Context: an optimization exercise on an open-source flow, tuned for small area. The choices shown serve that exercise and are no tape-out recipe.
In this exercise RTL edits were held to simulation tests only and were not proved equivalent to the original.
Power and IR drop assume default switching activity.

## flow/design.v (module list and top-level ports; edited modules follow where they fit)
// module mac: 1424 lines
// module fa: 6 lines
// module ha: 6 lines
module mac (instruction, multiplier, multiplicand, stall, clk, reset_n, result, protect);
  // ...
==> flow/run.sh <==
#!/bin/bash
# synth_recipe.tcl (not shown) runs the flow's synth.tcl, then flattens the netlist and writes it again
# the make line also repeats each setting of config.mk as NAME=value (left out here)
make -C /OpenROAD-flow-scripts/flow DESIGN_CONFIG=/design/flow/config.mk WORK_HOME=/design/flow/orfs CLKGATE_MAP_FILE= SYNTH_SCRIPT=/design/flow/synth_recipe.tcl finish
==> flow/config.mk <==
export PLATFORM = sky130hd
export DESIGN_NAME = mac
export DESIGN_NICKNAME = mac
export VERILOG_FILES = /design/flow/design.v
export SDC_FILE = /design/flow/constraint.sdc
export NUM_CORES = 4
export LEC_CHECK = 0
export ABC_AREA = 1
export CAP_MARGIN = 20
export CORE_MARGIN = 2
export CORE_UTILIZATION = 40
export SLEW_MARGIN = 20
export SYNTH_HIERARCHICAL = 1
==> flow/constraint.sdc <==
create_clock -name core_clock -period 9.5 [get_ports {clk}]
set_input_delay 1.9000 -clock core_clock [delete_from_list [all_inputs] [get_ports {clk}]]
set_output_delay 1.9000 -clock core_clock [all_outputs]
set_load 0.01 [all_outputs]
==> impl_metrics.csv, run 1 <==
group,metric,value,unit
final_layout,nClkBuffers,18,
synth,synth-seq-area-share,0.342,
final_layout,signal_buffers,130,
final_layout,final_common_cell,"nor2_1",
setup_path,crit_end,"accl[37]",
final_layout,clockNetworkAreaShare,0.0371,
final_layout,multi_input_area_share,0.529,
synth,synth_top_area_frac,0.342,
place,dpl.cell_count,1858,
synth,syn_avg_cell_area,10.1,µm²
clock_tree,cts_setup_buffers,0,
final_layout,seq-cell-share,0.296,
floorplan,die_w,189,µm
place,placed_area,0.0151,mm²
synth,synth_fp_nets,1580,
drt,ant_nets,0,
final_layout,seq_cell_count,155,
synth,ys_ff_latch,155,
timing,relSlewSlack,0.396,
final_layout,multiInputGateArea,0.00831,mm²
place,place_hpwl,24500,µm
setup_path,cp_top_family,"adder cells",
synth,syn_area,0.0136,mm²
floorplan,die-area,0.0355,mm²
final_layout,area_growth,15.4,%
power_and_ir_drop,p_per_area,309,mW/mm²
drt,highest_layer,"met4",
synth,synth_top_family_by_area,"adder cells",
power_and_ir_drop,p_sw_frac,0.411,
synth,synth-xor-area-share,0.0977,
timing,maxSlewViolCount,0,
floorplan,core_area,0.0335,mm²
power_and_ir_drop,power.share.clock,0.138,
power_and_ir_drop,leakagePower,6.66,nW
power_and_ir_drop,p_comb,2.86,mW
final_layout,buffer_area_frac,0.0760,
run,maxCapViolCount,0,
setup_path,crit_top_cell,"fa_1",
setup_path,critPathMaxStageDelay,0.53,ns
final_layout,fillers,3124,
outcome,status,"finished clean",
synth,synth-edff-count,155,
==> inputs of run 2 (changes only) <==
--- a/flow/design.v
+++ b/flow/design.v
@@ -3,28 +3,30 @@
 	input signed [15:0] multiplicand;
 	input  clk;
 	input  reset_n;
 	input  stall;
 	input  [2:0] instruction;
 	output signed [31:0] result;
 	output signed [7:0] protect;
 	reg [31:0] pr;        
+	reg        pc;
 	reg [2:0]  prev;      
 	reg [39:0] acc40;
 	reg [39:0] accl;
 	reg [39:0] out;       
 	assign result  = out[31:0];
 	assign protect = out[39:32];
 	wire rst = ~reset_n;
 	wire store = instruction[1] ^ instruction[0];    
 	wire lane1 = instruction[2];
 	wire [15:0] a = multiplier;
 	wire [15:0] b = multiplicand;
 	wire [31:0] pr_d;
+	wire pc_d;            
   wire a0 = a[0];
   wire b0 = b[0];
   wire a1 = a[1];
   wire b1 = b[1];
   wire a2 = a[2];
   wire b2 = b[2];
   wire a3 = a[3];
   wire b3 = b[3];
@@ -692,272 +694,272 @@
   wire m638 = m637 ^ m575;
   wire m639 = m571 & a15;
   wire m640 = m574 & a15;
   wire m641 = m639 | m640;
   wire m642 = m641 ^ m575;
   wire m643 = ~m642;
   wire m644 = m575 & m1;
   wire m645 = m575 & lane1;
-  wire m646 = ~m486;
-  wire m647 = ~m562;
-  wire m648 = ~m638;
-  wire m649, m650;
-  ha um649 (.a(m1), .b(m417), .s(m649), .co(m650));
-  wire m651, m652;
-  ha um651 (.a(m492), .b(m426), .s(m651), .co(m652));
+  wire m646 = m1 | m417;
+  wire m647 = m594 | m493;
+  wire m648 = m602 | m569;
+  wire m649 = m340 | m645;
+  wire m650 = ~m486;
+  wire m651 = ~m562;
+  wire m652 = ~m638;
   wire m653, m654;
-  ha um653 (.a(m87), .b(m156), .s(m653), .co(m654));
+  ha um653 (.a(m492), .b(m426), .s(m653), .co(m654));
   wire m655, m656;
-  fa um655 (.a(m568), .b(m502), .c(m91), .s(m655), .co(m656));
+  ha um655 (.a(m87), .b(m156), .s(m655), .co(m656));
   wire m657, m658;
-  ha um657 (.a(m160), .b(m229), .s(m657), .co(m658));
+  fa um657 (.a(m568), .b(m502), .c(m91), .s(m657), .co(m658));
   wire m659, m660;
-  fa um659 (.a(m95), .b(m164), .c(m233), .s(m659), .co(m660));
+  ha um659 (.a(m160), .b(m229), .s(m659), .co(m660));
   wire m661, m662;
-  ha um661 (.a(m302), .b(m438), .s(m661), .co(m662));
+  fa um661 (.a(m95), .b(m164), .c(m233), .s(m661), .co(m662));
   wire m663, m664;
-  fa um663 (.a(m644), .b(m578), .c(m99), .s(m663), .co(m664));
+  ha um663 (.a(m302), .b(m438), .s(m663), .co(m664));
   wire m665, m666;
-  fa um665 (.a(m168), .b(m237), .c(m306), .s(m665), .co(m666));
+  fa um665 (.a(m644), .b(m578), .c(m99), .s(m665), .co(m666));
   wire m667, m668;
-  ha um667 (.a(m442), .b(m510), .s(m667), .co(m668));
+  fa um667 (.a(m168), .b(m237), .c(m306), .s(m667), .co(m668));
   wire m669, m670;
-  fa um669 (.a(m103), .b(m172), .c(m241), .s(m669), .co(m670));
-  wire m671 = m670 & m1;
-  wire m672, m673;
-  fa um672 (.a(m310), .b(m446), .c(m514), .s(m672), .co(m673));
-  wire m674 = m673 & m1;
-  wire m675, m676;
-  ha um675 (.a(m582), .b(m378), .s(m675), .co(m676));
-  wire m677 = m676 & m1;
-  wire m678, m679;
-  fa um678 (.a(m649), .b(m450), .c(m518), .s(m678), .co(m679));
+  ha um669 (.a(m442), .b(m510), .s(m669), .co(m670));
+  wire m671, m672;
+  fa um671 (.a(m103), .b(m172), .c(m241), .s(m671), .co(m672));
+  wire m673 = m672 & m1;
+  wire m674, m675;
+  fa um674 (.a(m310), .b(m446), .c(m514), .s(m674), .co(m675));
+  wire m676 = m675 & m1;
+  wire m677, m678;
+  ha um677 (.a(m582), .b(m378), .s(m677), .co(m678));
+  wire m679 = m678 & m1;
   wire m680, m681;
-  fa um680 (.a(m586), .b(m176), .c(m245), .s(m680), .co(m681));
+  fa um680 (.a(m646), .b(m450), .c(m518), .s(m680), .co(m681));
   wire m682, m683;
-  fa um682 (.a(m314), .b(m382), .c(m109), .s(m682), .co(m683));
+  fa um682 (.a(m586), .b(m176), .c(m245), .s(m682), .co(m683));
   wire m684, m685;
-  fa um684 (.a(m1), .b(m650), .c(m454), .s(m684), .co(m685));
+  fa um684 (.a(m314), .b(m382), .c(m109), .s(m684), .co(m685));
   wire m686, m687;
-  fa um686 (.a(m522), .b(m590), .c(m180), .s(m686), .co(m687));
+  fa um686 (.a(m1), .b(m454), .c(m522), .s(m686), .co(m687));
   wire m688, m689;
-  fa um688 (.a(m249), .b(m318), .c(m386), .s(m688), .co(m689));
+  fa um688 (.a(m590), .b(m180), .c(m249), .s(m688), .co(m689));
   wire m690, m691;
-  fa um690 (.a(m493), .b(m458), .c(m526), .s(m690), .co(m691));
+  ha um690 (.a(m318), .b(m386), .s(m690), .co(m691));
   wire m692, m693;
-  fa um692 (.a(m594), .b(m253), .c(m322), .s(m692), .co(m693));
+  fa um692 (.a(m458), .b(m526), .c(m647), .s(m692), .co(m693));
   wire m694, m695;
-  ha um694 (.a(m390), .b(m186), .s(m694), .co(m695));
+  fa um694 (.a(m253), .b(m322), .c(m390), .s(m694), .co(m695));
   wire m696, m697;
   fa um696 (.a(m1), .b(m462), .c(m530), .s(m696), .co(m697));
   wire m698, m699;
-  fa um698 (.a(m598), .b(m257), .c(m326), .s(m698), .co(m699));
+  ha um698 (.a(m598), .b(m257), .s(m698), .co(m699));
   wire m700, m701;
-  fa um700 (.a(m569), .b(m466), .c(m534), .s(m700), .co(m701));
+  fa um700 (.a(m466), .b(m534), .c(m648), .s(m700), .co(m701));
   wire m702, m703;
-  ha um702 (.a(m602), .b(m330), .s(m702), .co(m703));
+  ha um702 (.a(m1), .b(m470), .s(m702), .co(m703));
   wire m704, m705;
-  fa um704 (.a(m1), .b(m470), .c(m538), .s(m704), .co(m705));
+  ha um704 (.a(m269), .b(m274), .s(m704), .co(m705));
   wire m706, m707;
-  ha um706 (.a(m645), .b(m474), .s(m706), .co(m707));
+  ha um706 (.a(m71), .b(m140), .s(m706), .co(m707));
   wire m708, m709;
-  ha um708 (.a(m269), .b(m274), .s(m708), .co(m709));
+  fa um708 (.a(m416), .b(m75), .c(m144), .s(m708), .co(m709));
   wire m710, m711;
-  ha um710 (.a(m71), .b(m140), .s(m710), .co(m711));
+  ha um710 (.a(m213), .b(m282), .s(m710), .co(m711));
   wire m712, m713;
-  fa um712 (.a(m416), .b(m75), .c(m144), .s(m712), .co(m713));
+  fa um712 (.a(m79), .b(m148), .c(m217), .s(m712), .co(m713));
   wire m714, m715;
-  ha um714 (.a(m213), .b(m282), .s(m714), .co(m715));
+  ha um714 (.a(m286), .b(m354), .s(m714), .co(m715));
   wire m716, m717;
-  fa um716 (.a(m79), .b(m148), .c(m217), .s(m716), .co(m717));
+  fa um716 (.a(m83), .b(m152), .c(m221), .s(m716), .co(m717));
   wire m718, m719;
-  ha um718 (.a(m286), .b(m354), .s(m718), .co(m719));
+  fa um718 (.a(m290), .b(m653), .c(m358), .s(m718), .co(m719));
   wire m720, m721;
-  fa um720 (.a(m83), .b(m152), .c(m221), .s(m720), .co(m721));
+  fa um720 (.a(m225), .b(m294), .c(m430), .s(m720), .co(m721));
   wire m722, m723;
-  fa um722 (.a(m290), .b(m651), .c(m358), .s(m722), .co(m723));
+  fa um722 (.a(m654), .b(m362), .c(m655), .s(m722), .co(m723));
   wire m724, m725;
-  fa um724 (.a(m225), .b(m294), .c(m430), .s(m724), .co(m725));
+  fa um724 (.a(m298), .b(m434), .c(m366), .s(m724), .co(m725));
   wire m726, m727;
-  fa um726 (.a(m652), .b(m362), .c(m653), .s(m726), .co(m727));
+  fa um726 (.a(m656), .b(m659), .c(m657), .s(m726), .co(m727));
   wire m728, m729;
-  fa um728 (.a(m298), .b(m434), .c(m366), .s(m728), .co(m729));
+  fa um728 (.a(m506), .b(m370), .c(m660), .s(m728), .co(m729));
   wire m730, m731;
-  fa um730 (.a(m654), .b(m657), .c(m655), .s(m730), .co(m731));
+  fa um730 (.a(m663), .b(m658), .c(m661), .s(m730), .co(m731));
   wire m732, m733;
-  fa um732 (.a(m506), .b(m370), .c(m658), .s(m732), .co(m733));
+  fa um732 (.a(m374), .b(m664), .c(m669), .s(m732), .co(m733));
   wire m734, m735;
-  fa um734 (.a(m661), .b(m656), .c(m659), .s(m734), .co(m735));
+  fa um734 (.a(m662), .b(m665), .c(m667), .s(m734), .co(m735));
   wire m736, m737;
-  fa um736 (.a(m374), .b(m662), .c(m667), .s(m736), .co(m737));
-  wire m738, m739;
-  fa um738 (.a(m660), .b(m663), .c(m665), .s(m738), .co(m739));
-  wire m740, m741;
-  fa um740 (.a(m668), .b(m675), .c(m664), .s(m740), .co(m741));
-  wire m742 = m741 & m1;
-  wire m743, m744;
-  fa um743 (.a(m666), .b(m669), .c(m672), .s(m743), .co(m744));
-  wire m745 = m744 & m1;
+  fa um736 (.a(m670), .b(m677), .c(m666), .s(m736), .co(m737));
+  wire m738 = m737 & m1;
+  wire m739, m740;
+  fa um739 (.a(m668), .b(m671), .c(m674), .s(m739), .co(m740));
+  wire m741 = m740 & m1;
+  wire m742, m743;
+  fa um742 (.a(m680), .b(m679), .c(m673), .s(m742), .co(m743));
+  wire m744, m745;
+  fa um744 (.a(m676), .b(m682), .c(m684), .s(m744), .co(m745));
   wire m746, m747;
-  fa um746 (.a(m678), .b(m677), .c(m671), .s(m746), .co(m747));
+  fa um746 (.a(m690), .b(m681), .c(m686), .s(m746), .co(m747));
   wire m748, m749;
-  fa um748 (.a(m674), .b(m680), .c(m682), .s(m748), .co(m749));
+  fa um748 (.a(m683), .b(m688), .c(m685), .s(m748), .co(m749));
   wire m750, m751;
-  fa um750 (.a(m679), .b(m684), .c(m681), .s(m750), .co(m751));
+  fa um750 (.a(m186), .b(m691), .c(m687), .s(m750), .co(m751));
   wire m752, m753;
-  fa um752 (.a(m686), .b(m688), .c(m683), .s(m752), .co(m753));
+  fa um752 (.a(m689), .b(m692), .c(m694), .s(m752), .co(m753));
   wire m754, m755;
-  fa um754 (.a(m685), .b(m690), .c(m694), .s(m754), .co(m755));
+  fa um754 (.a(m326), .b(m394), .c(m698), .s(m754), .co(m755));
   wire m756, m757;
-  fa um756 (.a(m687), .b(m692), .c(m689), .s(m756), .co(m757));
+  fa um756 (.a(m696), .b(m693), .c(m695), .s(m756), .co(m757));
   wire m758, m759;
-  fa um758 (.a(m394), .b(m691), .c(m696), .s(m758), .co(m759));
+  fa um758 (.a(m330), .b(m398), .c(m263), .s(m758), .co(m759));
   wire m760, m761;
-  fa um760 (.a(m695), .b(m693), .c(m698), .s(m760), .co(m761));
+  fa um760 (.a(m699), .b(m697), .c(m700), .s(m760), .co(m761));
   wire m762, m763;
-  fa um762 (.a(m398), .b(m263), .c(m702), .s(m762), .co(m763));
+  fa um762 (.a(m538), .b(m606), .c(m334), .s(m762), .co(m763));
   wire m764, m765;
-  fa um764 (.a(m697), .b(m700), .c(m699), .s(m764), .co(m765));
+  fa um764 (.a(m402), .b(m702), .c(m701), .s(m764), .co(m765));
   wire m766, m767;
-  fa um766 (.a(m606), .b(m334), .c(m402), .s(m766), .co(m767));
+  fa um766 (.a(m474), .b(m542), .c(m610), .s(m766), .co(m767));
   wire m768, m769;
-  fa um768 (.a(m703), .b(m701), .c(m704), .s(m768), .co(m769));
+  fa um768 (.a(m406), .b(m703), .c(m649), .s(m768), .co(m769));
   wire m770, m771;
-  fa um770 (.a(m542), .b(m610), .c(m406), .s(m770), .co(m771));
+  fa um770 (.a(m1), .b(m478), .c(m546), .s(m770), .co(m771));
   wire m772, m773;
-  fa um772 (.a(m706), .b(m340), .c(m705), .s(m772), .co(m773));
+  ha um772 (.a(m614), .b(m410), .s(m772), .co(m773));
   wire m774, m775;
-  fa um774 (.a(m1), .b(m478), .c(m546), .s(m774), .co(m775));
+  fa um774 (.a(lane1), .b(m482), .c(m550), .s(m774), .co(m775));
   wire m776, m777;
-  fa um776 (.a(m614), .b(m410), .c(m707), .s(m776), .co(m777));
+  ha um776 (.a(m618), .b(m415), .s(m776), .co(m777));
   wire m778, m779;
-  fa um778 (.a(lane1), .b(m482), .c(m550), .s(m778), .co(m779));
+  ha um778 (.a(m554), .b(m622), .s(m778), .co(m779));
   wire m780, m781;
-  ha um780 (.a(m618), .b(m415), .s(m780), .co(m781));
+  ha um780 (.a(m558), .b(m626), .s(m780), .co(m781));
   wire m782, m783;
-  ha um782 (.a(m554), .b(m622), .s(m782), .co(m783));
+  ha um782 (.a(m192), .b(m197), .s(m782), .co(m783));
   wire m784, m785;
-  ha um784 (.a(m558), .b(m626), .s(m784), .co(m785));
+  ha um784 (.a(m63), .b(m132), .s(m784), .co(m785));
   wire m786, m787;
-  ha um786 (.a(m192), .b(m197), .s(m786), .co(m787));
+  fa um786 (.a(m67), .b(m136), .c(m205), .s(m786), .co(m787));
   wire m788, m789;
-  ha um788 (.a(m63), .b(m132), .s(m788), .co(m789));
+  fa um788 (.a(m209), .b(m278), .c(m705), .s(m788), .co(m789));
   wire m790, m791;
-  fa um790 (.a(m67), .b(m136), .c(m205), .s(m790), .co(m791));
+  fa um790 (.a(m350), .b(m707), .c(m710), .s(m790), .co(m791));
   wire m792, m793;
-  fa um792 (.a(m209), .b(m278), .c(m709), .s(m792), .co(m793));
+  fa um792 (.a(m711), .b(m714), .c(m709), .s(m792), .co(m793));
   wire m794, m795;
-  fa um794 (.a(m350), .b(m711), .c(m714), .s(m794), .co(m795));
+  fa um794 (.a(m715), .b(m713), .c(m716), .s(m794), .co(m795));
   wire m796, m797;
-  fa um796 (.a(m715), .b(m718), .c(m713), .s(m796), .co(m797));
+  fa um796 (.a(m717), .b(m720), .c(m719), .s(m796), .co(m797));
   wire m798, m799;
-  fa um798 (.a(m719), .b(m717), .c(m720), .s(m798), .co(m799));
+  fa um798 (.a(m721), .b(m724), .c(m723), .s(m798), .co(m799));
   wire m800, m801;
-  fa um800 (.a(m721), .b(m724), .c(m723), .s(m800), .co(m801));
+  fa um800 (.a(m725), .b(m728), .c(m727), .s(m800), .co(m801));
   wire m802, m803;
-  fa um802 (.a(m725), .b(m728), .c(m727), .s(m802), .co(m803));
+  fa um802 (.a(m729), .b(m732), .c(m731), .s(m802), .co(m803));
   wire m804, m805;
-  fa um804 (.a(m729), .b(m732), .c(m731), .s(m804), .co(m805));
-  wire m806, m807;
-  fa um806 (.a(m733), .b(m736), .c(m735), .s(m806), .co(m807));
-  wire m808, m809;
-  fa um808 (.a(m737), .b(m739), .c(m740), .s(m808), .co(m809));
-  wire m810 = m809 & m1;
+  fa um804 (.a(m733), .b(m735), .c(m736), .s(m804), .co(m805));
+  wire m806 = m805 & m1;
+  wire m807, m808;
+  fa um807 (.a(m742), .b(m738), .c(m741), .s(m807), .co(m808));
+  wire m809, m810;
+  fa um809 (.a(m746), .b(m743), .c(m745), .s(m809), .co(m810));
   wire m811, m812;
-  fa um811 (.a(m746), .b(m742), .c(m745), .s(m811), .co(m812));
+  fa um811 (.a(m747), .b(m750), .c(m752), .s(m811), .co(m812));
   wire m813, m814;
-  fa um813 (.a(m747), .b(m750), .c(m749), .s(m813), .co(m814));
+  fa um813 (.a(m754), .b(m751), .c(m753), .s(m813), .co(m814));
   wire m815, m816;
-  fa um815 (.a(m751), .b(m754), .c(m756), .s(m815), .co(m816));
+  fa um815 (.a(m758), .b(m755), .c(m760), .s(m815), .co(m816));
   wire m817, m818;
-  fa um817 (.a(m758), .b(m755), .c(m760), .s(m817), .co(m818));
+  fa um817 (.a(m762), .b(m759), .c(m761), .s(m817), .co(m818));
   wire m819, m820;
-  fa um819 (.a(m762), .b(m759), .c(m761), .s(m819), .co(m820));
+  fa um819 (.a(m766), .b(m763), .c(m768), .s(m819), .co(m820));
   wire m821, m822;
-  fa um821 (.a(m766), .b(m763), .c(m768), .s(m821), .co(m822));
+  fa um821 (.a(m772), .b(m767), .c(m770), .s(m821), .co(m822));
   wire m823, m824;
-  fa um823 (.a(m767), .b(m770), .c(m769), .s(m823), .co(m824));
+  fa um823 (.a(m773), .b(m771), .c(m774), .s(m823), .co(m824));
   wire m825, m826;
-  fa um825 (.a(m774), .b(m771), .c(m776), .s(m825), .co(m826));
+  fa um825 (.a(m650), .b(m778), .c(m775), .s(m825), .co(m826));
   wire m827, m828;
-  fa um827 (.a(m775), .b(m778), .c(m780), .s(m827), .co(m828));
+  fa um827 (.a(m486), .b(m491), .c(m779), .s(m827), .co(m828));
   wire m829, m830;
-  fa um829 (.a(m646), .b(m782), .c(m779), .s(m829), .co(m830));
+  ha um829 (.a(m630), .b(m651), .s(m829), .co(m830));
   wire m831, m832;
-  fa um831 (.a(m486), .b(m491), .c(m783), .s(m831), .co(m832));
+  ha um831 (.a(m634), .b(m562), .s(m831), .co(m832));
   wire m833, m834;
-  ha um833 (.a(m630), .b(m647), .s(m833), .co(m834));
+  ha um833 (.a(m115), .b(m120), .s(m833), .co(m834));
   wire m835, m836;
-  ha um835 (.a(m634), .b(m562), .s(m835), .co(m836));
+  ha um835 (.a(m55), .b(m124), .s(m835), .co(m836));
   wire m837, m838;
-  ha um837 (.a(m115), .b(m120), .s(m837), .co(m838));
+  fa um837 (.a(m59), .b(m128), .c(m782), .s(m837), .co(m838));
   wire m839, m840;
-  ha um839 (.a(m55), .b(m124), .s(m839), .co(m840));
+  fa um839 (.a(m201), .b(m783), .c(m784), .s(m839), .co(m840));
   wire m841, m842;
-  fa um841 (.a(m59), .b(m128), .c(m786), .s(m841), .co(m842));
+  fa um841 (.a(m704), .b(m785), .c(m786), .s(m841), .co(m842));
   wire m843, m844;
-  fa um843 (.a(m201), .b(m787), .c(m788), .s(m843), .co(m844));
+  fa um843 (.a(m706), .b(m787), .c(m788), .s(m843), .co(m844));
   wire m845, m846;
   fa um845 (.a(m708), .b(m789), .c(m790), .s(m845), .co(m846));
   wire m847, m848;
-  fa um847 (.a(m710), .b(m791), .c(m792), .s(m847), .co(m848));
+  fa um847 (.a(m712), .b(m791), .c(m792), .s(m847), .co(m848));
   wire m849, m850;
-  fa um849 (.a(m712), .b(m793), .c(m794), .s(m849), .co(m850));
+  fa um849 (.a(m718), .b(m793), .c(m794), .s(m849), .co(m850));
   wire m851, m852;
-  fa um851 (.a(m716), .b(m795), .c(m796), .s(m851), .co(m852));
+  fa um851 (.a(m722), .b(m795), .c(m796), .s(m851), .co(m852));
   wire m853, m854;
-  fa um853 (.a(m722), .b(m797), .c(m798), .s(m853), .co(m854));
+  fa um853 (.a(m726), .b(m797), .c(m798), .s(m853), .co(m854));
   wire m855, m856;
-  fa um855 (.a(m726), .b(m799), .c(m800), .s(m855), .co(m856));
+  fa um855 (.a(m730), .b(m799), .c(m800), .s(m855), .co(m856));
   wire m857, m858;
-  fa um857 (.a(m730), .b(m801), .c(m802), .s(m857), .co(m858));
+  fa um857 (.a(m734), .b(m801), .c(m802), .s(m857), .co(m858));
   wire m859, m860;
-  fa um859 (.a(m734), .b(m803), .c(m804), .s(m859), .co(m860));
-  wire m861, m862;
-  fa um861 (.a(m738), .b(m805), .c(m806), .s(m861), .co(m862));
-  wire m863, m864;
-  fa um863 (.a(m743), .b(m807), .c(m808), .s(m863), .co(m864));
-  wire m865 = m864 & m1;
+  fa um859 (.a(m739), .b(m803), .c(m804), .s(m859), .co(m860));
+  wire m861 = m860 & m1;
+  wire m862, m863;
+  fa um862 (.a(m744), .b(m806), .c(m807), .s(m862), .co(m863));
+  wire m864, m865;
+  fa um864 (.a(m748), .b(m808), .c(m809), .s(m864), .co(m865));
   wire m866, m867;
-  fa um866 (.a(m748), .b(m810), .c(m811), .s(m866), .co(m867));
+  fa um866 (.a(m749), .b(m811), .c(m810), .s(m866), .co(m867));
   wire m868, m869;
-  fa um868 (.a(m752), .b(m812), .c(m813), .s(m868), .co(m869));
+  fa um868 (.a(m756), .b(m812), .c(m813), .s(m868), .co(m869));
   wire m870, m871;
-  fa um870 (.a(m753), .b(m815), .c(m814), .s(m870), .co(m871));
+  fa um870 (.a(m757), .b(m815), .c(m814), .s(m870), .co(m871));
   wire m872, m873;
-  fa um872 (.a(m757), .b(m817), .c(m816), .s(m872), .co(m873));
+  fa um872 (.a(m764), .b(m816), .c(m817), .s(m872), .co(m873));
   wire m874, m875;
-  fa um874 (.a(m764), .b(m818), .c(m819), .s(m874), .co(m875));
+  fa um874 (.a(m765), .b(m819), .c(m818), .s(m874), .co(m875));
   wire m876, m877;
-  fa um876 (.a(m765), .b(m821), .c(m820), .s(m876), .co(m877));
+  fa um876 (.a(m821), .b(m769), .c(m820), .s(m876), .co(m877));
   wire m878, m879;
-  fa um878 (.a(m772), .b(m822), .c(m823), .s(m878), .co(m879));
+  fa um878 (.a(m776), .b(m822), .c(m823), .s(m878), .co(m879));
   wire m880, m881;
-  fa um880 (.a(m773), .b(m825), .c(m824), .s(m880), .co(m881));
+  fa um880 (.a(m777), .b(m824), .c(m825), .s(m880), .co(m881));
   wire m882, m883;
-  fa um882 (.a(m777), .b(m827), .c(m826), .s(m882), .co(m883));
+  fa um882 (.a(m780), .b(m827), .c(m826), .s(m882), .co(m883));
   wire m884, m885;
   fa um884 (.a(m781), .b(m829), .c(m828), .s(m884), .co(m885));
   wire m886, m887;
-  fa um886 (.a(m784), .b(m831), .c(m830), .s(m886), .co(m887));
+  fa um886 (.a(m567), .b(m831), .c(m830), .s(m886), .co(m887));
   wire m888, m889;
-  fa um888 (.a(m785), .b(m833), .c(m832), .s(m888), .co(m889));
+  ha um888 (.a(m652), .b(m832), .s(m888), .co(m889));
   wire m890, m891;
-  fa um890 (.a(m567), .b(m835), .c(m834), .s(m890), .co(m891));
+  ha um890 (.a(m638), .b(m643), .s(m890), .co(m891));
   wire m892, m893;
-  ha um892 (.a(m648), .b(m836), .s(m892), .co(m893));
+  ha um892 (.a(m38), .b(m43), .s(m892), .co(m893));
   wire m894, m895;
-  ha um894 (.a(m638), .b(m643), .s(m894), .co(m895));
+  ha um894 (.a(m47), .b(m893), .s(m894), .co(m895));
   wire m896, m897;
-  ha um896 (.a(m38), .b(m43), .s(m896), .co(m897));
+  fa um896 (.a(m833), .b(m51), .c(m895), .s(m896), .co(m897));
   wire m898, m899;
-  ha um898 (.a(m47), .b(m897), .s(m898), .co(m899));
+  fa um898 (.a(m834), .b(m835), .c(m897), .s(m898), .co(m899));
   wire m900, m901;
-  fa um900 (.a(m837), .b(m51), .c(m899), .s(m900), .co(m901));
+  fa um900 (.a(m836), .b(m837), .c(m899), .s(m900), .co(m901));
   wire m902, m903;
   fa um902 (.a(m838), .b(m839), .c(m901), .s(m902), .co(m903));
   wire m904, m905;
   fa um904 (.a(m840), .b(m841), .c(m903), .s(m904), .co(m905));
   wire m906, m907;
   fa um906 (.a(m842), .b(m843), .c(m905), .s(m906), .co(m907));
   wire m908, m909;
   fa um908 (.a(m844), .b(m845), .c(m907), .s(m908), .co(m909));
@@ -970,160 +972,154 @@
   wire m916, m917;
   fa um916 (.a(m852), .b(m853), .c(m915), .s(m916), .co(m917));
   wire m918, m919;
   fa um918 (.a(m854), .b(m855), .c(m917), .s(m918), .co(m919));
   wire m920, m921;
   fa um920 (.a(m856), .b(m857), .c(m919), .s(m920), .co(m921));
   wire m922, m923;
   fa um922 (.a(m858), .b(m859), .c(m921), .s(m922), .co(m923));
-  wire m924, m925;
-  fa um924 (.a(m860), .b(m861), .c(m923), .s(m924), .co(m925));
-  wire m926, m927;
-  fa um926 (.a(m862), .b(m863), .c(m925), .s(m926), .co(m927));
-  wire m928 = m912 ^ m911;
-  wire m929 = m911 & m912;
-  wire m930 = m914 ^ m929;
-  wire m931 = m912 & m914;
-  wire m932 = m911 & m931;
-  wire m933 = m916 ^ m932;
-  wire m934 = m931 & m916;
-  wire m935 = m911 & m934;
-  wire m936 = m918 ^ m935;
-  wire m937 = m934 & m918;
-  wire m938 = m911 & m937;
-  wire m939 = m920 ^ m938;
-  wire m940 = m937 & m920;
-  wire m941 = m911 & m940;
-  wire m942 = m922 ^ m941;
-  wire m943 = m940 & m922;
-  wire m944 = m911 & m943;
-  wire m945 = m924 ^ m944;
-  wire m946 = m943 & m924;
-  wire m947 = m911 & m946;
-  wire m948 = m926 ^ m947;
-  wire m949 = m946 & m926;
-  wire m950 = m911 & m949;
-  wire m951 = m927 | m950;
+  wire m924 = m912 ^ m911;
+  wire m925 = m911 & m912;
+  wire m926 = m914 ^ m925;
+  wire m927 = m912 & m914;
+  wire m928 = m911 & m927;
+  wire m929 = m916 ^ m928;
+  wire m930 = m927 & m916;
+  wire m931 = m911 & m930;
+  wire m932 = m918 ^ m931;
+  wire m933 = m930 & m918;
+  wire m934 = m911 & m933;
+  wire m935 = m920 ^ m934;
+  wire m936 = m933 & m920;
+  wire m937 = m911 & m936;
+  wire m938 = m922 ^ m937;
+  wire m939 = m936 & m922;
+  wire m940 = m911 & m939;
+  wire m941 = m923 | m940;
+  wire m942, m943;
+  ha um942 (.a(m861), .b(m862), .s(m942), .co(m943));
+  wire m944, m945;
+  fa um944 (.a(m863), .b(m864), .c(m943), .s(m944), .co(m945));
+  wire m946, m947;
+  fa um946 (.a(m865), .b(m866), .c(m945), .s(m946), .co(m947));
+  wire m948, m949;
+  fa um948 (.a(m867), .b(m868), .c(m947), .s(m948), .co(m949));
+  wire m950, m951;
+  fa um950 (.a(m869), .b(m870), .c(m949), .s(m950), .co(m951));
   wire m952, m953;
-  ha um952 (.a(m865), .b(m866), .s(m952), .co(m953));
+  fa um952 (.a(m871), .b(m872), .c(m951), .s(m952), .co(m953));
   wire m954, m955;
-  fa um954 (.a(m867), .b(m868), .c(m953), .s(m954), .co(m955));
-  wire m956, m957;
-  fa um956 (.a(m869), .b(m870), .c(m955), .s(m956), .co(m957));
-  wire m958, m959;
-  fa um958 (.a(m871), .b(m872), .c(m957), .s(m958), .co(m959));
-  wire m960, m961;
-  fa um960 (.a(m873), .b(m874), .c(m959), .s(m960), .co(m961));
-  wire m962, m963;
-  fa um962 (.a(m875), .b(m876), .c(m961), .s(m962), .co(m963));
-  wire m964 = m951 & m1;
-  wire m965 = m952 ^ m964;
-  wire m966 = m964 & m952;
-  wire m967 = m954 ^ m966;
-  wire m968 = m952 & m954;
-  wire m969 = m964 & m968;
-  wire m970 = m956 ^ m969;
-  wire m971 = m968 & m956;
-  wire m972 = m964 & m971;
-  wire m973 = m958 ^ m972;
-  wire m974 = m971 & m958;
-  wire m975 = m964 & m974;
-  wire m976 = m960 ^ m975;
-  wire m977 = m974 & m960;
-  wire m978 = m964 & m977;
-  wire m979 = m962 ^ m978;
-  wire m980 = m977 & m962;
-  wire m981 = m964 & m980;
-  wire m982 = m963 | m981;
-  wire m983, m984;
-  ha um983 (.a(m877), .b(m878), .s(m983), .co(m984));
-  wire m985, m986;
-  fa um985 (.a(m879), .b(m880), .c(m984), .s(m985), .co(m986));
-  wire m987, m988;
-  fa um987 (.a(m881), .b(m882), .c(m986), .s(m987), .co(m988));
-  wire m989, m990;
-  fa um989 (.a(m883), .b(m884), .c(m988), .s(m989), .co(m990));
-  wire m991, m992;
-  fa um991 (.a(m885), .b(m886), .c(m990), .s(m991), .co(m992));
-  wire m993 = m983 ^ m982;
-  wire m994 = m982 & m983;
-  wire m995 = m985 ^ m994;
-  wire m996 = m983 & m985;
-  wire m997 = m982 & m996;
-  wire m998 = m987 ^ m997;
-  wire m999 = m996 & m987;
-  wire m1000 = m982 & m999;
-  wire m1001 = m989 ^ m1000;
-  wire m1002 = m999 & m989;
-  wire m1003 = m982 & m1002;
-  wire m1004 = m991 ^ m1003;
-  wire m1005 = m1002 & m991;
-  wire m1006 = m982 & m1005;
-  wire m1007 = m992 | m1006;
-  wire m1008, m1009;
-  ha um1008 (.a(m887), .b(m888), .s(m1008), .co(m1009));
-  wire m1010, m1011;
-  fa um1010 (.a(m889), .b(m890), .c(m1009), .s(m1010), .co(m1011));
-  wire m1012, m1013;
-  fa um1012 (.a(m891), .b(m892), .c(m1011), .s(m1012), .co(m1013));
-  wire m1014, m1015;
-  fa um1014 (.a(m893), .b(m894), .c(m1013), .s(m1014), .co(m1015));
-  wire m1016 = m895 ^ m1015;
-  wire m1017 = ~m1016;
-  wire m1018 = m895 | m1015;
-  wire m1019 = m1008 ^ m1007;
-  wire m1020 = m1007 & m1008;
-  wire m1021 = m1010 ^ m1020;
-  wire m1022 = m1008 & m1010;
-  wire m1023 = m1007 & m1022;
-  wire m1024 = m1012 ^ m1023;
-  wire m1025 = m1022 & m1012;
-  wire m1026 = m1007 & m1025;
-  wire m1027 = m1014 ^ m1026;
-  wire m1028 = m1025 & m1014;
-  wire m1029 = m1007 & m1028;
-  wire m1030 = m1017 ^ m1029;
-  wire m1031 = m1028 & m1017;
-  wire m1032 = m1007 & m1031;
-  wire m1033 = m1018 | m1032;
-  assign pr_d[0] = m896;
-  assign pr_d[1] = m898;
-  assign pr_d[2] = m900;
-  assign pr_d[3] = m902;
-  assign pr_d[4] = m904;
-  assign pr_d[5] = m906;
-  assign pr_d[6] = m908;
-  assign pr_d[7] = m910;
-  assign pr_d[8] = m928;
-  assign pr_d[9] = m930;
-  assign pr_d[10] = m933;
-  assign pr_d[11] = m936;
-  assign pr_d[12] = m939;
-  assign pr_d[13] = m942;
-  assign pr_d[14] = m945;
-  assign pr_d[15] = m948;
-  assign pr_d[16] = m965;
-  assign pr_d[17] = m967;
-  assign pr_d[18] = m970;
-  assign pr_d[19] = m973;
-  assign pr_d[20] = m976;
-  assign pr_d[21] = m979;
-  assign pr_d[22] = m993;
-  assign pr_d[23] = m995;
-  assign pr_d[24] = m998;
-  assign pr_d[25] = m1001;
-  assign pr_d[26] = m1004;
-  assign pr_d[27] = m1019;
-  assign pr_d[28] = m1021;
-  assign pr_d[29] = m1024;
-  assign pr_d[30] = m1027;
-  assign pr_d[31] = m1030;
+  fa um954 (.a(m873), .b(m874), .c(m953), .s(m954), .co(m955));
+  wire m956 = m941 & m1;
+  wire m957 = m942 ^ m956;
+  wire m958 = m956 & m942;
+  wire m959 = m944 ^ m958;
+  wire m960 = m942 & m944;
+  wire m961 = m956 & m960;
+  wire m962 = m946 ^ m961;
+  wire m963 = m960 & m946;
+  wire m964 = m956 & m963;
+  wire m965 = m948 ^ m964;
+  wire m966 = m963 & m948;
+  wire m967 = m956 & m966;
+  wire m968 = m950 ^ m967;
+  wire m969 = m966 & m950;
+  wire m970 = m956 & m969;
+  wire m971 = m952 ^ m970;
+  wire m972 = m969 & m952;
+  wire m973 = m956 & m972;
+  wire m974 = m954 ^ m973;
+  wire m975 = m972 & m954;
+  wire m976 = m956 & m975;
+  wire m977 = m955 | m976;
+  wire m978, m979;
+  ha um978 (.a(m875), .b(m876), .s(m978), .co(m979));
+  wire m980, m981;
+  fa um980 (.a(m877), .b(m878), .c(m979), .s(m980), .co(m981));
+  wire m982, m983;
+  fa um982 (.a(m879), .b(m880), .c(m981), .s(m982), .co(m983));
+  wire m984, m985;
+  fa um984 (.a(m881), .b(m882), .c(m983), .s(m984), .co(m985));
+  wire m986, m987;
+  fa um986 (.a(m883), .b(m884), .c(m985), .s(m986), .co(m987));
+  wire m988, m989;
+  fa um988 (.a(m885), .b(m886), .c(m987), .s(m988), .co(m989));
+  wire m990, m991;
+  fa um990 (.a(m887), .b(m888), .c(m989), .s(m990), .co(m991));
+  wire m992, m993;
+  fa um992 (.a(m889), .b(m890), .c(m991), .s(m992), .co(m993));
+  wire m994 = m891 ^ m993;
+  wire m995 = ~m994;
+  wire m996 = m891 | m993;
+  wire m997 = m978 ^ m977;
+  wire m998 = m977 & m978;
+  wire m999 = m980 ^ m998;
+  wire m1000 = m978 & m980;
+  wire m1001 = m977 & m1000;
+  wire m1002 = m982 ^ m1001;
+  wire m1003 = m1000 & m982;
+  wire m1004 = m977 & m1003;
+  wire m1005 = m984 ^ m1004;
+  wire m1006 = m1003 & m984;
+  wire m1007 = m977 & m1006;
+  wire m1008 = m986 ^ m1007;
+  wire m1009 = m1006 & m986;
+  wire m1010 = m977 & m1009;
+  wire m1011 = m988 ^ m1010;
+  wire m1012 = m1009 & m988;
+  wire m1013 = m977 & m1012;
+  wire m1014 = m990 ^ m1013;
+  wire m1015 = m1012 & m990;
+  wire m1016 = m977 & m1015;
+  wire m1017 = m992 ^ m1016;
+  wire m1018 = m1015 & m992;
+  wire m1019 = m977 & m1018;
+  wire m1020 = m995 ^ m1019;
+  wire m1021 = m1018 & m995;
+  wire m1022 = m977 & m1021;
+  wire m1023 = m996 | m1022;
+  assign pr_d[0] = m892;
+  assign pr_d[1] = m894;
+  assign pr_d[2] = m896;
+  assign pr_d[3] = m898;
+  assign pr_d[4] = m900;
+  assign pr_d[5] = m902;
+  assign pr_d[6] = m904;
+  assign pr_d[7] = m906;
+  assign pr_d[8] = m908;
+  assign pr_d[9] = m910;
+  assign pr_d[10] = m924;
+  assign pr_d[11] = m926;
+  assign pr_d[12] = m929;
+  assign pr_d[13] = m932;
+  assign pr_d[14] = m935;
+  assign pr_d[15] = m938;
+  assign pr_d[16] = m957;
+  assign pr_d[17] = m959;
+  assign pr_d[18] = m962;
+  assign pr_d[19] = m965;
+  assign pr_d[20] = m968;
+  assign pr_d[21] = m971;
+  assign pr_d[22] = m974;
+  assign pr_d[23] = m997;
+  assign pr_d[24] = m999;
+  assign pr_d[25] = m1002;
+  assign pr_d[26] = m1005;
+  assign pr_d[27] = m1008;
+  assign pr_d[28] = m1011;
+  assign pr_d[29] = m1014;
+  assign pr_d[30] = m1017;
+  assign pr_d[31] = m1020;
+  assign pc_d = 1'b0;
 	always @(posedge clk)
-		if (!stall) pr <= pr_d;
+		if (!stall) begin
+			pr <= pr_d;
+			pc <= pc_d;
+		end
 	wire active = ~(prev == 3'd4);
 	wire prev0  = (prev == 3'd0);
 	wire sel_l  = prev[2] | (prev0 & instruction[2]);    
 	wire lane2  = prev[2];
 	wire addin  = prev[1];                               
 	wire clamp  = prev[1] & prev[0];                     
 	wire [39:0] x = (lane2 ? accl : acc40) & {40{addin}};
 	wire [39:0] sum;
==> flow/config.mk (replaced) <==
export PLATFORM = sky130hd
export DESIGN_NAME = mac
export DESIGN_NICKNAME = mac
export VERILOG_FILES = /design/flow/design.v
export SDC_FILE = /design/flow/constraint.sdc
export NUM_CORES = 4
export LEC_CHECK = 0
export ABC_AREA = 1
export CAP_MARGIN = 0
export CORE_MARGIN = 2
export CORE_UTILIZATION = 65
export CTS_BUF_LIST = sky130_fd_sc_hd__clkbuf_4 sky130_fd_sc_hd__clkbuf_8
export SLEW_MARGIN = 0
export SYNTH_HIERARCHICAL = 1
==> run 2 against run 1 <==
Effect of this change:
- fmax shrank 0.80%
- non-clock buffer count is 4 higher
- clock-buffer cell count down 1
- cell area decreased by 3.8%
- sequential power about the same
- clock power is about 30% lower
- flip-flop and latch count did not move
- critical path depth did not move
- highest routed layer unchanged
- still clean
- hold slack better by 0.019 ns
==> impl_metrics.csv, run 2 <==
group,metric,value,unit
outcome,status,"finished clean",
timing,maxSlewViolCount,0,
clock_tree,insertion_delay,0.46,ns
final_layout,final_common_cell,"nor2_1",
run,maxCapViolCount,0,
clock_tree,cts_buffer_depth,2,
grt,grt_pass1_wl,51300,µm
worst_hold_path,hp-class,"flip-flop to flip-flop",
clock_tree,cts_setup_buffers,0,
setup_path,path_buf_inv,1,
synth,synth-seq-area-share,0.346,
grt,antenna_found_initial,0,
setup_path,cp_top_family,"adder cells",
synth,synth_top_area_cell,"edfxtp_1",
drt,viasPerCell,5.92,
setup_path,critPathKind,"flip-flop to flip-flop",
final_layout,nets,1649,
synth,synth.area.top_cells,"edfxtp_1, fa_1, xor2_1",
final_layout,layout_common_cells,"nor2_1, edfxtp_1, fa_1",
drt,routed_wl,31100,µm
synth,syn_area,0.0135,mm²
timing,tightest_slew,1.13,ns
synth,synth_fp_nets,1560,
floorplan,die_h,148,µm
final_layout,multiInputGateArea,0.00812,mm²
drt,drt_pre_antenna_iters,6,
final_layout,reg_top3,"acc40 (40), accl (40), out (40)",
synth,async_reset_ff_frac,0,
setup_path,crit_path_end_kind,"flip-flop",
synth,ys_ff_latch,155,
floorplan,rows,52,
power_and_ir_drop,p_per_area,306,mW/mm²
final_layout,layout-drive-gt1-share,0.0915,
synth,synthCells,1329,
synth,synth_top_flop_cell,"edfxtp_1",
clock_tree,cts_resized,0,
final_layout,area_growth,12.3,%
floorplan,die-area,0.0219,mm²
clock_tree,postCtsHoldBufs,0,
drt,drc,0,
grt,grt_pass1_vias,10100,
timing,period_share,0.950,
floorplan,die_w,148,µm
final_layout,fillers,1452,
synth,synth_common_cells,"nor2_1, edfxtp_1, fa_1",
power_and_ir_drop,leakagePower,6.46,nW
synth,synth-edff-count,155,
timing,setup_viol,0,
drt,vias,10100,
drt,wire_per_inst,18.3,µm
setup_path,crit_top_cell,"fa_1",
grt,grt_max_degree,52,
floorplan,start_util,0.663,
clock_tree,clk_root_buffer_cell,"clkbuf_8",
clock_tree,cts_tree,"built",
setup_path,cp.arrival,9.18,ns
clock_tree,cts_sinks,155,
timing,tns,0,ns
synth,synth_top_area_frac,0.346,
final_layout,final_area,0.0151,mm²
timing,finalClockSkew,0.0155,ns
setup_path,cp-start-kind,"flip-flop",
setup_path,critPathMaxFanout,9,
final_layout,n_antenna_cell,0,
final_layout,final-seq-area,0.00465,mm²
clock_tree,clk_pin_slew_worst_paths,0.09,ns
floorplan,io_pins,78,
setup_path,crit_slowest_cell,"edfxtp_1",
clock_tree,cts_buffers,17,
drt,drt_iter0_markers,713,
clock_tree,h-tree-depth,4,
synth,yosysMostFrequentCell,"nor2_1",
floorplan,core_area,0.0203,mm²
synth,ys_types,47,
synth,syn_avg_cell_area,10.1,µm²
timing,rsz0062_at_grt,"no",
synth,yosys_warnings,7,
setup_path,critPathMaxStageDelay,0.54,ns
power_and_ir_drop,peakVddDrop,0.165,mV
timing,fin_crit,9.03,ns
place,placed_area,0.0147,mm²
timing,hold_viol,0,
timing,max_freq,111,MHz
grt,grtUsageTotal,0.299,
timing,relSlewSlack,0.246,
grt,gr-total-overflow,0,
place,gp_congestion,0.950,
place,io_buffers,77,
setup_path,required,9.65,ns
drt,ant_nets,0,
place,place_hpwl,24000,µm
run 2: layout make-up:
cell class                      count  area share
Clock inverter                     15     0.00919
Inverter                          115      0.0286
Sequential cell                   155       0.308
Tap cell                          270      0.0223
Multi-Input combinational cell    995       0.537
Clock buffer                       17      0.0155
Timing Repair Buffer              134      0.0793
run 2: worst paths after layout:
| path | start | endpoint | slack [ns] | depth (start not counted) |
|---|---|---|---|---|
| max reg2reg | prev[1] | acc40[37] | 0.47 | 32 |
| min reg2reg | acc40[30] | out[30] | 0.59 | 2 |
| min | acc40[30] | out[30] | 0.59 | 2 |
| max | prev[1] | acc40[37] | 0.47 | 32 |
run 2: per-module statistics from Yosys (local to each module, per instance):
module	flip-flops and latches	cell area (µm²)	times used	cells
ha	0	12.5	34	1
fa	0	20.0	153	1
mac	155	9970	1	1142
run 2: stage by stage:
| step | instances | setup slack, ns | utilization | hold WS (ns) | total power, mW |
|---|---|---|---|---|---|
| final | 1701 | 0.472 | 0.745 | 0.591 | 4.62 |
| after global placement | 1668 | 0.283 | 0.726 | 0.562 | 4.02 |
| after detailed placement | 1668 | 0.162 | 0.726 | 0.574 | 4.17 |
| after global routing | 1701 | 0.0911 | 0.745 | 0.613 | 5.08 |
| after floorplan | 1329 | 0.871 | - | 0.547 | 3.49 |
| after CTS | 1700 | 0.372 | 0.744 | 0.594 | 4.64 |
run 2: logic make-up (layout without fill, tap and decap cells):
kind of cell,count (synthesis),after routing,synth area share
adder cells (fa/ha/maj),193,193,0.265
AND/OR/NAND/NOR,367,367,0.119
flip-flops,155,155,0.346
XOR/XNOR,149,149,0.0969
AO/OA/AOI/OAI,286,286,0.120
buffers and inverters,179,281,0.0530
run 2: worst min-delay path, delay by kind of cell, from the launching register on:
kind | cells | cell delay [ns]
flops | 1 | 0.35
simple gates | 1 | 0.07
compound gates | 1 | 0.06
run 2: routing by layer:
metal	GRT usage	routed length, µm	vias to the layer above
met5	0	0	-
met4	0.0943	696	0
met1	0.412	13100	4841
met3	0.0383	2190	59
li1	-	-	4700
met2	0.503	15100	464
run 2: power by group:
part           internal (mW)  switching, mW  total, mW  leakage, nW
logic                   1.25           1.57       2.82         4.67
clock network          0.212          0.261      0.473        0.185
registers               1.21          0.119       1.33         1.60
total                   2.68           1.95       4.62         6.46
==> inputs of run 3 (changes only) <==
==> flow/flow/run.sh (new file) <==
#!/bin/bash
# Standard layout, except that the port buffers are the smallest buffer cell.
set -o pipefail
bash standard.sh BUFFER_PORTS_ARGS="-buffer_cell sky130_fd_sc_hd__buf_1" finish > standard_flow.log 2>&1
==> flow/standard.sh (new file) <==
#!/bin/bash
# synth_recipe.tcl (not shown) runs the flow's synth.tcl, then flattens the netlist and writes it again
# the make line also repeats each setting of config.mk as NAME=value (left out here)
make -C /OpenROAD-flow-scripts/flow DESIGN_CONFIG=/design/flow/config.mk WORK_HOME=/design/flow/orfs CLKGATE_MAP_FILE= SYNTH_SCRIPT=/design/flow/synth_recipe.tcl "${@:-finish}"
removed: flow/run.sh
==> run 3 against run 2 <==
Effect of this change:
- still clean on timing, DRC and antenna
- via count is 0.69% higher
- routed wire length increased by 3.2%
- worst setup slack lost 0.086 ns
- global-route usage grew 0.52 points
- final cell count is 0.71% lower
- combinational power fell by 4%
- register-to-register slack worse by 0.09 ns
- sequential share of layout area up 1.1 points
- first-iteration DRC count grew 27%
- critical path type unchanged
- largest cell class unchanged
==> impl_metrics.csv, run 3 <==
group,metric,value,unit
outcome,status,"finished clean",
final_layout,area_growth,8.32,%
run,maxCapViolCount,0,
timing,period_share,0.959,
final_layout,layout-drive-gt1-share,0.0853,
synth,synthAdderAreaFrac,0.265,
synth,synth_top_area_cell,"edfxtp_1",
setup_path,critPathMaxFanout,13,
clock_tree,cts_setup_buffers,0,
drt,ant_nets,0,
timing,tns,0,ns
timing,tightest_slew,1.12,ns
setup_path,r2r_slack,0.39,ns
clock_tree,postCtsHoldBufs,0,
grt,grtUsageTotal,0.305,
worst_hold_path,hp-class,"flip-flop to flip-flop",
floorplan,die-area,0.0219,mm²
setup_path,reg2reg_depth,32,
setup_path,cp.arrival,9.27,ns
clock_tree,cts_tree,"built",
power_and_ir_drop,leakagePower,6.22,nW
setup_path,crit_end,"accl[37]",
setup_path,crit_top_cell,"fa_1",
place,gp_congestion,0.933,
synth,synth-xor-area-share,0.0969,
clock_tree,cts_sinks,155,
place,io_buffers,77,
synth,ys_ff_latch,155,
timing,hold_viol,0,
timing,rsz0062_at_grt,"no",
synth,yosys_warnings,7,
final_layout,final_area,0.0146,mm²
grt,grt_pass1_vias,10200,
synth,syn_avg_cell_area,10.1,µm²
power_and_ir_drop,p_sw_frac,0.426,
timing,relSlewSlack,0.255,
floorplan,die_h,148,µm
setup_path,r2r-start,"prev[2]",
floorplan,io_pins,78,
setup_path,startpoint,"prev[2]",
synth,synth-seq-area-share,0.346,
synth,synth.area.top_cells,"edfxtp_1, fa_1, xor2_1",
final_layout,reg_top3,"acc40 (40), accl (40), out (40)",
synth,synth-compound-area-share,0.120,
floorplan,rows,52,
power_and_ir_drop,comb_power_share,0.595,
synth,synth_mux_area_frac,0,
synth,synth_common_cells,"nor2_1, edfxtp_1, fa_1",
clock_tree,cts_buffers,17,
drt,routed_wl,32100,µm
synth,yosysMostFrequentCell,"nor2_1",
clock_tree,insertion_delay,0.46,ns
synth,synth-edff-count,155,
timing,maxSlewViolCount,0,
final_layout,layout_common_cells,"nor2_1, edfxtp_1, fa_1",
setup_path,cp-start-kind,"flip-flop",
clock_tree,cts_buffer_depth,2,
power_and_ir_drop,peakVddDrop,0.147,mV
floorplan,die_w,148,µm
place,place_hpwl,23900,µm
setup_path,required,9.66,ns
synth,async_reset_ff_frac,0,
setup_path,crit_path_end_kind,"flip-flop",
final_layout,final_common_cell,"nor2_1",
synth,ys_types,47,
setup_path,critPathMaxStageDelay,0.52,ns
grt,gr-total-overflow,0,
timing,finalClockSkew,0.0171,ns
power_and_ir_drop,p_per_area,313,mW/mm²
grt,grt_max_degree,43,
synth,synth_top_flop_cell,"edfxtp_1",
synth,synthSimpleGateAreaFrac,0.119,
grt,antenna_found_initial,0,
synth,synth_fp_nets,1560,
power_and_ir_drop,p_switching,1.95,mW
synth,syn_area,0.0135,mm²
timing,max_freq,110,MHz
drt,drt_iter0_markers,904,
power_and_ir_drop,power.share.clock,0.114,
clock_tree,clk_pin_slew_worst_paths,0.09,ns
drt,vias,10100,
floorplan,core_area,0.0203,mm²
drt,wire_per_inst,19.0,µm
drt,drc,0,
final_layout,nets,1637,
setup_path,reg2reg_to,"accl[37]",
grt,grt_pass1_wl,51800,µm
drt,viasPerCell,6.00,
synth,synthCells,1329,
clock_tree,cts_resized,0,
final_layout,n_antenna_cell,0,
drt,drt_pre_antenna_iters,5,
floorplan,start_util,0.663,
power_and_ir_drop,power_frac_seq,0.291,
clock_tree,clk_root_buffer_cell,"clkbuf_8",
timing,setup_viol,0,
setup_path,critPathKind,"flip-flop to flip-flop",
timing,fin_crit,9.11,ns
setup_path,crit_slowest_cell,"edfxtp_1",
place,placed_area,0.0142,mm²
synth,synth_top_family_by_area,"adder cells",
clock_tree,h-tree-depth,4,
power_and_ir_drop,p_int,2.62,mW
synth,synth_top_area_frac,0.346,
[run 3: cell counts after synthesis]
No cell type changed its count.
[run 3: how the worst min path moves through the flow]
stage,start,to,slack (ns),cells past startpoint
after floorplan,acc40[29],out[29],0.55,2
after global placement,acc40[30],out[30],0.56,2
after detailed placement,acc40[29],out[29],0.58,2
after CTS,acc40[29],out[29],0.60,2
after global routing,acc40[29],out[29],0.62,2
final,acc40[29],out[29],0.59,2
[run 3: per-module statistics from Yosys (local to each module, per instance)]
module	times used	cells
ha	34	1
fa	153	1
mac	1	1142
[run 3: per-layer routing]
layer | up-vias | wire (µm) | track usage
met5 | - | 0 | 0
met4 | 0 | 641 | 0.0919
met3 | 50 | 2430 | 0.0441
met2 | 468 | 15800 | 0.513
met1 | 4933 | 13200 | 0.417
li1 | 4682 | - | -
[run 3: logic make-up (layout without fill, tap and decap cells)]
family / Yosys count / after routing
AO/OA/AOI/OAI: 286 / 286
AND/OR/NAND/NOR: 367 / 367
XOR/XNOR: 149 / 149
buffers and inverters: 179 / 269
adder cells (fa/ha/maj): 193 / 193
flip-flops: 155 / 155
[run 3: critical path, delay by kind of cell, from the launching register on]
kind | cells | cell delay, ns
flops | 1 | 0.52
buf+inv | 2 | 0.45
xor+xnor | 1 | 0.17
compound gates | 2 | 0.38
fa+ha+maj | 16 | 6.30
simple gates | 11 | 0.99
[run 3: power by group through the flow]
stage	registers [mW]	logic (mW)	clock network, mW
after detailed placement	1.35	2.71	0
after global routing	1.36	3.12	0.550
after CTS	1.33	2.73	0.523
final	1.33	2.72	0.520
after global placement	1.33	2.60	0
after floorplan	1.33	2.15	0
[run 3: per-stage QoR]
step / util / setup WS, ns / hold WS [ns] / instances / total power, mW
floorplan: - / 0.871 / 0.547 / 1329 / 3.49
global placement: 0.698 / 0.294 / 0.558 / 1657 / 3.93
detailed placement: 0.698 / 0.238 / 0.582 / 1657 / 4.06
CTS: 0.718 / 0.378 / 0.596 / 1689 / 4.58
global route: 0.718 / 0.0427 / 0.624 / 1689 / 5.02
finish: 0.718 / 0.387 / 0.593 / 1689 / 4.57
[run 3: final cells by class]
cell class / instances / area, µm²
multi-input cells: 995 / 8120
clock buffers: 17 / 234
inverters: 115 / 432
flip-flops and latches: 155 / 4650
well taps: 270 / 338
clock inverters: 15 / 176
fillers: 1534 / 5720
repair buffers: 122 / 627

-- port drivers added, routing unchanged --
In the flow no input, the clock included, has a driving cell. The finished layouts below were timed again as built, in two steps. Step 1: set_driving_cell puts a clkbuf_16 on clk and a buf_2 on each other input, an assumption about the parent block. Step 2 moves the port delays by t, midway between the first and last clock arrival at a register: inputs arrive t later, outputs are due t later. That takes back most of the time a late clock gives input paths. Slacks: no drivers / after step 1 / after step 2; pairs: no drivers / after step 1.
run	t, ns	setup WS [ns]	hold slack, ns
run 1	0.464	0.544 / 0.544 / 0.302	0.572 / 0.572 / 0.572
run 2	0.486	0.472 / 0.472 / 0.142	0.591 / 0.591 / 0.591
run 3	0.486	0.387 / 0.387 / 0.174	0.593 / 0.593 / 0.593
After both steps every run listed still meets setup and hold. The setup slack of run 2, which loses most, moves by 0.000 ns with the drivers and by -0.330 ns with both steps.
